Source: an optimization exercise on an open RTL-to-GDS flow (aim: small area, a short achievable clock period and few clock cycles). Production flows keep margins and buffers that such runs may drop. Where RTL was checked, it was by simulation tests only, not by an equivalence proof against the original. Power figures rest on the tool's default switching activity, not on a simulated workload.

==> run R: inputs <==
==> flow/design.v <==
`timescale 1 ps / 1 ps
module day2pt2(
  input  logic clk,
  input  logic rst,
  input logic tvalid_rx,
  output logic tready_rx,
  input logic [7:0] tdata_rx,
  input logic tlast_rx,
  output logic tvalid_tx,
  input logic tready_tx,
  output logic [31:0] tdata_tx,
  output logic tlast_tx
);
localparam logic [31:0] CUT = 32'h0410_8420;  
logic       clr;         
logic       rv;          
logic       rl;          
logic [6:0] rd;          
always @(posedge clk) begin
  clr <= rst;
  rv <= ~rst & tvalid_rx & tready_rx;
  rl <= tlast_rx;
  rd <= tdata_rx[6:0];
end
logic is_digit;
assign is_digit = ~rd[6] & rd[4] & ~(rd[3] & rd[1]);
logic       prevd;       
logic       sp;          
logic [6:0] v;           
logic       pR, pG, pB;  
logic       wR, wG, wB;  
logic       urgent;      
logic       end_flag;    
logic [6:0] mR, mG, mB;
logic [6:0] A;
logic       st1, st2;    
logic [2:0] cnt;         
logic       m1;          
logic       en2;         
logic [31:0] acc;
logic [31:0] cr;         
logic busy, last, pend, go;
assign busy = st1 | st2;
assign last = (cnt == 3'd6);
assign pend = pR | pG | pB;
logic [6:0] msel;
assign msel = ({7{pR}} & mR) | ({7{pG}} & mG) | ({7{pB}} & mB);
logic gt;
always_comb begin
  logic g, e;
  g = 1'b0; e = 1'b1;
  for (int i = 6; i >= 0; i--) begin
    g = g | (e & v[i] & ~msel[i]);
    e = e & ~(v[i] ^ msel[i]);
  end
  gt = g;
end
logic [6:0] vn;
always_comb begin
  logic [6:0] x, y, z, s, cs;
  logic c;
  x = prevd ? {v[3:0], 3'b0} : 7'd0;
  y = prevd ? {v[5:0], 1'b0} : 7'd0;
  z = {3'b0, rd[3:0]};
  cs[0] = 1'b0;
  for (int i = 0; i < 7; i++) s[i] = x[i] ^ y[i] ^ z[i];
  for (int i = 0; i < 6; i++) cs[i+1] = (x[i] & y[i]) | (x[i] & z[i]) | (y[i] & z[i]);
  c = 1'b0;
  for (int i = 0; i < 7; i++) begin
    vn[i] = s[i] ^ cs[i] ^ c;
    c = (s[i] & cs[i]) | (s[i] & c) | (cs[i] & c);
  end
end
logic [7:0] sum1;
always_comb begin
  logic c, c0, c1, b;
  logic [2:0] h0, h1;
  c = 1'b0;
  for (int i = 0; i < 4; i++) begin
    b = m1 & mR[i];
    sum1[i] = A[i] ^ b ^ c;
    c = (A[i] & b) | (A[i] & c) | (b & c);
  end
  c0 = 1'b0; c1 = 1'b1;
  for (int i = 4; i < 7; i++) begin
    b = m1 & mR[i];
    h0[i-4] = A[i] ^ b ^ c0;
    h1[i-4] = A[i] ^ b ^ c1;
    c0 = (A[i] & b) | (A[i] & c0) | (b & c0);
    c1 = (A[i] & b) | (A[i] & c1) | (b & c1);
  end
  sum1[6:4] = c ? h1 : h0;
  sum1[7]   = c ? c1 : c0;
end
logic [19:0] T;
assign T = {A, mG, mR[5:0]};
logic [31:0] addend;
assign addend = {12'd0, T & {20{en2}}};
logic [31:0] accn;
logic [31:0] crn;
always_comb begin
  logic c;
  c = 1'b0;
  crn = '0;
  for (int i = 0; i < 32; i++) begin
    if (CUT[i]) begin
      crn[i] = c;
      c = cr[i];
    end
    accn[i] = acc[i] ^ addend[i] ^ c;
    c = (acc[i] & addend[i]) | (acc[i] & c) | (addend[i] & c);
  end
end
logic carries;
assign carries = |(cr & CUT);
logic end_c;             
assign end_c = end_flag | (rv & rl);
assign go = end_c & ~busy & ~pend;
logic cmp;               
assign cmp = pend & ~busy;
logic st1_n, st2_n;
assign st1_n = go | (st1 & ~last);
assign st2_n = (st1 & last) | (st2 & ~last);
logic pR_n, pG_n, pB_n, pend_n, urgent_n, end_n;
logic newc;
assign newc = rv & sp;
assign pR_n = newc ? ( rd[4])          : (pR & ~cmp);
assign pG_n = newc ? (~rd[4] &  rd[0]) : (pG & ~cmp);
assign pB_n = newc ? (~rd[4] & ~rd[0]) : (pB & ~cmp);
assign pend_n   = pR_n | pG_n | pB_n;
assign urgent_n = pend_n & pend & (urgent | (rv & ~rd[6]));
assign end_n    = end_c & ~go;
logic busy_n;
assign busy_n = st1_n | st2_n;
logic stall_n;
assign stall_n = (pend_n & urgent_n & busy_n) |
                 (end_n & (busy_n | pend_n));
logic done;
assign done = tready_tx & ~end_flag & ~busy & ~rv & ~pend & ~carries;
always @(posedge clk) begin
  tready_rx <= ~rst & ~stall_n;
  tvalid_tx <= ~rst & ~clr & (tvalid_tx | done);
end
always @(posedge clk) begin
  if (clr) begin
    prevd <= 1'b0;
    sp <= 1'b0;
    pR <= 1'b0;
    pG <= 1'b0;
    pB <= 1'b0;
    wR <= 1'b0;
    wG <= 1'b0;
    wB <= 1'b0;
    urgent <= 1'b0;
    end_flag <= 1'b0;
    st1 <= 1'b0;
    st2 <= 1'b0;
    cnt <= 3'd0;
    m1 <= 1'b0;
    en2 <= 1'b0;
  end else begin
    if (rv) begin
      prevd <= is_digit;
      sp <= prevd & ~rd[4];
    end
    pR <= pR_n;
    pG <= pG_n;
    pB <= pB_n;
    wR <= cmp & gt & pR;
    wG <= cmp & gt & pG;
    wB <= cmp & gt & pB;
    urgent <= urgent_n;
    end_flag <= end_n;
    st1 <= st1_n;
    st2 <= st2_n;
    cnt <= (busy & ~last) ? cnt + 3'd1 : 3'd0;
    m1 <= st1_n & (st1 ? mG[1] : (wG ? v[0] : mG[0]));
    en2 <= st2_n & (st2 ? mB[5] : mB[6]);
  end
end
always @(posedge clk) begin
  if (rv & is_digit) v <= vn;
end
always @(posedge clk) begin
  if (clr) A <= '0;
  else A <= sum1[7:1];
end
always @(posedge clk) begin
  if (clr) begin
    mR <= '0;
    mG <= '0;
    mB <= '0;
  end else begin
    if (busy) begin
      if (st2 & last) mG <= '0;
      else mG <= {sum1[0], mG[6:1]};
    end else if (wG) mG <= v;
    if (last) mR <= '0;
    else if (st2) mR <= {1'b0, mG[0], mR[5:1]};
    else if (wR & ~busy) mR <= v;
    if (st2) mB <= {mB[5:0], 1'b0};
    else if (wB & ~busy) mB <= v;
  end
end
always @(posedge clk) begin
  if (clr) begin
    acc <= '0;
    cr <= '0;
  end else begin
    acc <= accn;
    cr <= crn & CUT;
  end
end
assign tdata_tx = acc;
assign tlast_tx = tvalid_tx;
endmodule
==> flow/run.sh <==
#!/bin/bash
# synth_recipe.tcl (not shown) runs the flow's synth.tcl, then flattens the netlist and writes it again
# the make line also repeats each setting of config.mk as NAME=value (left out here)
make -C /OpenROAD-flow-scripts/flow DESIGN_CONFIG=/design/flow/config.mk WORK_HOME=/design/flow/orfs CLKGATE_MAP_FILE= SYNTH_SCRIPT=/design/flow/synth_recipe.tcl finish
==> flow/config.mk <==
export PLATFORM = sky130hd
export DESIGN_NAME = day2pt2
export DESIGN_NICKNAME = day2pt2
export VERILOG_FILES = /design/flow/design.v
export SDC_FILE = /design/flow/constraint.sdc
export NUM_CORES = 4
export LEC_CHECK = 0
export CAP_MARGIN = 20
export CORE_MARGIN = 2
export CORE_UTILIZATION = 40
export SLEW_MARGIN = 20
==> flow/constraint.sdc <==
create_clock -name core_clock -period 10.0 [get_ports {clk}]
set_input_delay 2.0000 -clock core_clock [delete_from_list [all_inputs] [get_ports {clk}]]
set_output_delay 2.0000 -clock core_clock [all_outputs]
set_load 0.01 [all_outputs]
==> run M (differences from run R) <==
==> flow/design.v (replaced) <==
`timescale 1 ps / 1 ps
module day2pt2(
  input  logic clk,
  input  logic rst,
  input logic tvalid_rx,
  output logic tready_rx,
  input logic [7:0] tdata_rx,
  input logic tlast_rx,
  output logic tvalid_tx,
  input logic tready_tx,
  output logic [31:0] tdata_tx,
  output logic tlast_tx
);
localparam logic [31:0] CUT = 32'h0410_8420;  
logic take;
assign take = tvalid_rx & tready_rx;
logic is_digit;
assign is_digit = ~tdata_rx[6] & tdata_rx[4] & ~(tdata_rx[3] & tdata_rx[1]);
logic       prevd;       
logic       sp;          
logic [7:0] v;           
logic       pR, pG, pB;  
logic       urgent;      
logic       end_flag;    
logic [6:0] mR, mG, mB;
logic [6:0] A;
logic [3:0] ph;
logic [31:0] acc;
logic [31:0] cr;         
logic pending, blocked, go, s1, s1_last, s2, s2_last;
assign pending = pR | pG | pB;
assign blocked = (ph != 4'd0);
assign go      = end_flag & ~blocked & ~pending;
assign s1      = go | (ph != 4'd0 && ph <= 4'd6);
assign s1_last = (ph == 4'd6);
assign s2      = (ph >= 4'd7);
assign s2_last = (ph == 4'd13);
logic commit;
assign commit = pending & ~blocked;
logic [6:0] msel;
assign msel = ({7{pR}} & mR) | ({7{pG}} & mG) | ({7{pB}} & mB);
logic gt;
always_comb begin
  logic g, e;
  g = 1'b0; e = 1'b1;
  for (int i = 6; i >= 0; i--) begin
    g = g | (e & v[i] & ~msel[i]);
    e = e & ~(v[i] ^ msel[i]);
  end
  gt = g;
end
logic [6:0] vbin;
always_comb begin
  logic [6:0] x, y, z, s;
  logic c;
  x = {v[7:4], 3'b0};
  y = {2'b0, v[7:4], 1'b0};
  z = {3'b0, v[3:0]};
  c = 1'b0;
  for (int i = 0; i < 7; i++) begin
    s[i] = x[i] ^ y[i] ^ z[i];
  end
  vbin = '0;
  begin
    logic [6:0] cs;
    cs[0] = 1'b0;
    for (int i = 0; i < 6; i++) cs[i+1] = (x[i] & y[i]) | (x[i] & z[i]) | (y[i] & z[i]);
    for (int i = 0; i < 7; i++) begin
      vbin[i] = s[i] ^ cs[i] ^ c;
      c = (s[i] & cs[i]) | (s[i] & c) | (cs[i] & c);
    end
  end
end
logic [7:0] sum1;
always_comb begin
  logic c, b;
  c = 1'b0;
  for (int i = 0; i < 7; i++) begin
    b = mG[0] & mR[i];
    sum1[i] = A[i] ^ b ^ c;
    c = (A[i] & b) | (A[i] & c) | (b & c);
  end
  sum1[7] = c;
end
logic [19:0] T;
assign T = {mR[5:0], A, mG};
logic [31:0] addend;
assign addend = {12'd0, T & {20{s2 & mB[0]}}};
logic [31:0] accn;
logic [31:0] crn;
always_comb begin
  logic c;
  c = 1'b0;
  crn = '0;
  for (int i = 0; i < 32; i++) begin
    if (CUT[i]) begin
      crn[i] = c;
      c = cr[i];
    end
    accn[i] = acc[i] ^ addend[i] ^ c;
    c = (acc[i] & addend[i]) | (acc[i] & c) | (addend[i] & c);
  end
end
logic carries;
assign carries = |(cr & CUT);
logic [3:0] ph_n;
always_comb begin
  if (go) ph_n = 4'd1;
  else if (s2_last) ph_n = 4'd0;
  else if (ph != 4'd0) ph_n = ph + 4'd1;
  else ph_n = 4'd0;
end
logic pR_n, pG_n, pB_n, pend_n, urgent_n, end_n;
logic newc;
assign newc = take & sp;
assign pR_n = newc ? ( tdata_rx[4])                : (pR & ~commit);
assign pG_n = newc ? (~tdata_rx[4] &  tdata_rx[0]) : (pG & ~commit);
assign pB_n = newc ? (~tdata_rx[4] & ~tdata_rx[0]) : (pB & ~commit);
assign pend_n   = pR_n | pG_n | pB_n;
assign urgent_n = pend_n & pending & (urgent | (take & ~tdata_rx[6]));
assign end_n    = (end_flag & ~go) | (take & tlast_rx);
logic stall_n;
assign stall_n = (pend_n & urgent_n & (ph_n != 4'd0)) |
                 (end_n & ((ph_n != 4'd0) | pend_n));
logic done;
assign done = tready_tx & ~end_flag & ~blocked & ~carries;
always @(posedge clk) begin
  if (rst) begin
    prevd <= 1'b0;
    sp <= 1'b0;
    pR <= 1'b0;
    pG <= 1'b0;
    pB <= 1'b0;
    urgent <= 1'b0;
    end_flag <= 1'b0;
    ph <= 4'd0;
    tready_rx <= 1'b0;
    tvalid_tx <= 1'b0;
  end else begin
    if (take) begin
      prevd <= is_digit;
      sp <= prevd & ~tdata_rx[4];
    end
    pR <= pR_n;
    pG <= pG_n;
    pB <= pB_n;
    urgent <= urgent_n;
    end_flag <= end_n;
    ph <= ph_n;
    tready_rx <= ~stall_n;
    tvalid_tx <= tvalid_tx | done;
  end
end
always @(posedge clk) begin
  if (take & is_digit)
    v <= prevd ? {v[3:0], tdata_rx[3:0]} : {4'd0, tdata_rx[3:0]};
  else if (take & prevd & ~tdata_rx[4])
    v <= {1'b0, vbin};
end
always @(posedge clk) begin
  if (rst) begin
    mR <= '0;
    mG <= '0;
    mB <= '0;
    A  <= '0;
  end else begin
    if (s1) begin
      A  <= sum1[7:1];
      mG <= {sum1[0], mG[6:1]};
      if (s1_last) mR <= '0;
    end else if (s2) begin
      mB <= {1'b0, mB[6:1]};
      if (s2_last) begin
        mR <= '0;
        A  <= '0;
        mG <= '0;
      end else begin
        {mR[5:0], A, mG} <= {T[18:0], 1'b0};
      end
    end else if (commit & gt) begin
      if (pR) mR <= v[6:0];
      if (pG) mG <= v[6:0];
      if (pB) mB <= v[6:0];
    end
  end
end
always @(posedge clk) begin
  if (rst) begin
    acc <= '0;
    cr <= '0;
  end else begin
    acc <= accn;
    cr <= crn & CUT;
  end
end
assign tdata_tx = acc;
assign tlast_tx = tvalid_tx;
endmodule
==> run Z (differences from run R) <==
==> flow/flow/run.sh (new file) <==
#!/bin/bash
# The standard layout, with plain buffers on the ports instead of the delay
# buffers buffer_ports picks by default.  Everything else is the standard.sh.
set -euo pipefail
export BUFFER_PORTS_ARGS="-buffer_cell sky130_fd_sc_hd__buf_1"
bash standard.sh > make_finish.log 2>&1
==> flow/standard.sh (new file) <==
#!/bin/bash
# synth_recipe.tcl (not shown) runs the flow's synth.tcl, then flattens the netlist and writes it again
# the make line also repeats each setting of config.mk as NAME=value (left out here)
make -C /OpenROAD-flow-scripts/flow DESIGN_CONFIG=/design/flow/config.mk WORK_HOME=/design/flow/orfs CLKGATE_MAP_FILE= SYNTH_SCRIPT=/design/flow/synth_recipe.tcl "${@:-finish}"
- CTS_BUF_LIST: unset -> sky130_fd_sc_hd__clkbuf_8
- CTS_CLUSTER_SIZE: unset -> 40
removed: flow/run.sh
==> run X (differences from run R) <==
--- a/flow/design.v
+++ b/flow/design.v
@@ -11,7 +11,7 @@
   output logic [31:0] tdata_tx,
   output logic tlast_tx
 );
-localparam logic [31:0] CUT = 32'h0410_8420;  
+localparam logic [31:0] CUT = 32'h0411_1110;  
 logic       clr;         
 logic       rv;          
 logic       rl;          
@@ -60,7 +60,7 @@
   logic [6:0] x, y, z, s, cs;
   logic c;
   x = prevd ? {v[3:0], 3'b0} : 7'd0;
-  y = prevd ? {v[5:0], 1'b0} : 7'd0;
+  y = prevd ? {2'b0, v[3:0], 1'b0} : 7'd0;
   z = {3'b0, rd[3:0]};
   cs[0] = 1'b0;
   for (int i = 0; i < 7; i++) s[i] = x[i] ^ y[i] ^ z[i];
@@ -135,11 +135,11 @@
 logic stall_n;
 assign stall_n = (pend_n & urgent_n & busy_n) |
                  (end_n & (busy_n | pend_n));
-logic done;
-assign done = tready_tx & ~end_flag & ~busy & ~rv & ~pend & ~carries;
-always @(posedge clk) begin
+logic idle_r;
+always @(posedge clk) begin
+  idle_r <= ~end_flag & ~busy & ~rv & ~pend & ~carries & ~(tvalid_rx & tready_rx);
   tready_rx <= ~rst & ~stall_n;
-  tvalid_tx <= ~rst & ~clr & (tvalid_tx | done);
+  tvalid_tx <= ~rst & ~clr & (tvalid_tx | (tready_tx & idle_r));
 end
 always @(posedge clk) begin
   if (clr) begin
==> flow/flow/run.sh (new file) <==
#!/bin/bash
# The standard layout, with plain buffers on the ports instead of the delay
# buffers buffer_ports picks by default, and a smaller clock tree.
set -euo pipefail
export BUFFER_PORTS_ARGS="-buffer_cell sky130_fd_sc_hd__buf_1"
export CTS_ARGS="-sink_clustering_enable -repair_clock_nets -root_buf sky130_fd_sc_hd__clkbuf_16 -buf_list sky130_fd_sc_hd__clkbuf_16 -sink_clustering_size 100 -sink_clustering_max_diameter 500 -dont_use_dummy_load"
bash standard.sh > make_finish.log 2>&1
==> flow/standard.sh (new file) <==
#!/bin/bash
# synth_recipe.tcl (not shown) runs the flow's synth.tcl, then flattens the netlist and writes it again
# the make line also repeats each setting of config.mk as NAME=value (left out here)
make -C /OpenROAD-flow-scripts/flow DESIGN_CONFIG=/design/flow/config.mk WORK_HOME=/design/flow/orfs CLKGATE_MAP_FILE= SYNTH_SCRIPT=/design/flow/synth_recipe.tcl "${@:-finish}"
removed: flow/run.sh
==> summary.txt <==
item                                                                       run Z                    run X                    run M                    run R
Worst Clk Skew                                                         0.0197 ns                0.0283 ns               0.00680 ns               0.00356 ns
Clock Root Buffer                                                       clkbuf_8                clkbuf_16                clkbuf_16                clkbuf_16
CP startpoint kind                                                     flip-flop                flip-flop               input port                flip-flop
Clock Latency Late Sink                                                  0.39 ns                  0.35 ns                  0.35 ns                  0.34 ns
Reg2reg path depth                                                             8                       10                       12                        8
Post-synthesis adder-cell area fraction                                    18.0%                    17.2%                    18.4%                    18.0%
Clk pin slew, worst setup/hold paths                                     0.09 ns                  0.07 ns                  0.06 ns                  0.07 ns
Met2 WL                                                                  4.06 mm                  4.29 mm                  4.90 mm                  4.20 mm
Outcome                                                  complete, no violations  complete, no violations  complete, no violations  complete, no violations
Critical register-to-register path endpoint                    acc[9]$_SDFF_PP0_           v[6]$_DFFE_PP_        A[5]$_SDFFE_PP0P_        acc[9]$_SDFF_PP0_
Logic gate share of total power                                             2.2%                     1.9%                    16.9%                     2.3%
Count of distinct cell types in the synthesized netlist                       48                       46                       57                       48
Period Utilization, post-route                                             29.2%                    29.0%                    39.5%                    32.5%
Testbench counts of run X, summed over its fixed seeds: cycles 53,690.
The RTL of run R, run M and run Z was laid out without a check of its function.

[static timing again, ports no longer ideal]
The flow's constraints put no driver on any port. The routed layouts listed below were extracted and timed again, unchanged, in two steps.
Step 1 (the two cells are an assumption about what drives the block):
set clk [get_ports {clk}]
set_driving_cell -lib_cell sky130_fd_sc_hd__clkbuf_16 $clk
set_driving_cell -lib_cell sky130_fd_sc_hd__buf_2 [delete_from_list [all_inputs] $clk]
Step 2 times the ports against the registers' clock, not the clock port: input delays grow and output delays shrink by t, the midpoint of the rising clock arrivals with the driver on.
a / b / c = ideal ports / drivers / drivers and shift; a / b = the first two.
run | t (ns) | slack for setup (ns) | worst register clock-pin slew, ns | worst data-port slew with drivers (ns)
run R | 0.380 | 6.746 / 6.708 / 6.870 | 0.07 / 0.07 | 0.05
run M | 0.383 | 6.049 / 6.060 / 5.678 | 0.06 / 0.06 | 0.04
run Z | 0.410 | 7.075 / 7.040 / 7.082 | 0.11 / 0.11 | 0.05
run X | 0.377 | 7.095 / 7.054 / 7.337 | 0.07 / 0.07 | 0.03
After both steps setup and hold are still met in every run listed. The setup slack of run M, which loses most, moves by +0.011 ns with the drivers and by -0.371 ns with both steps.
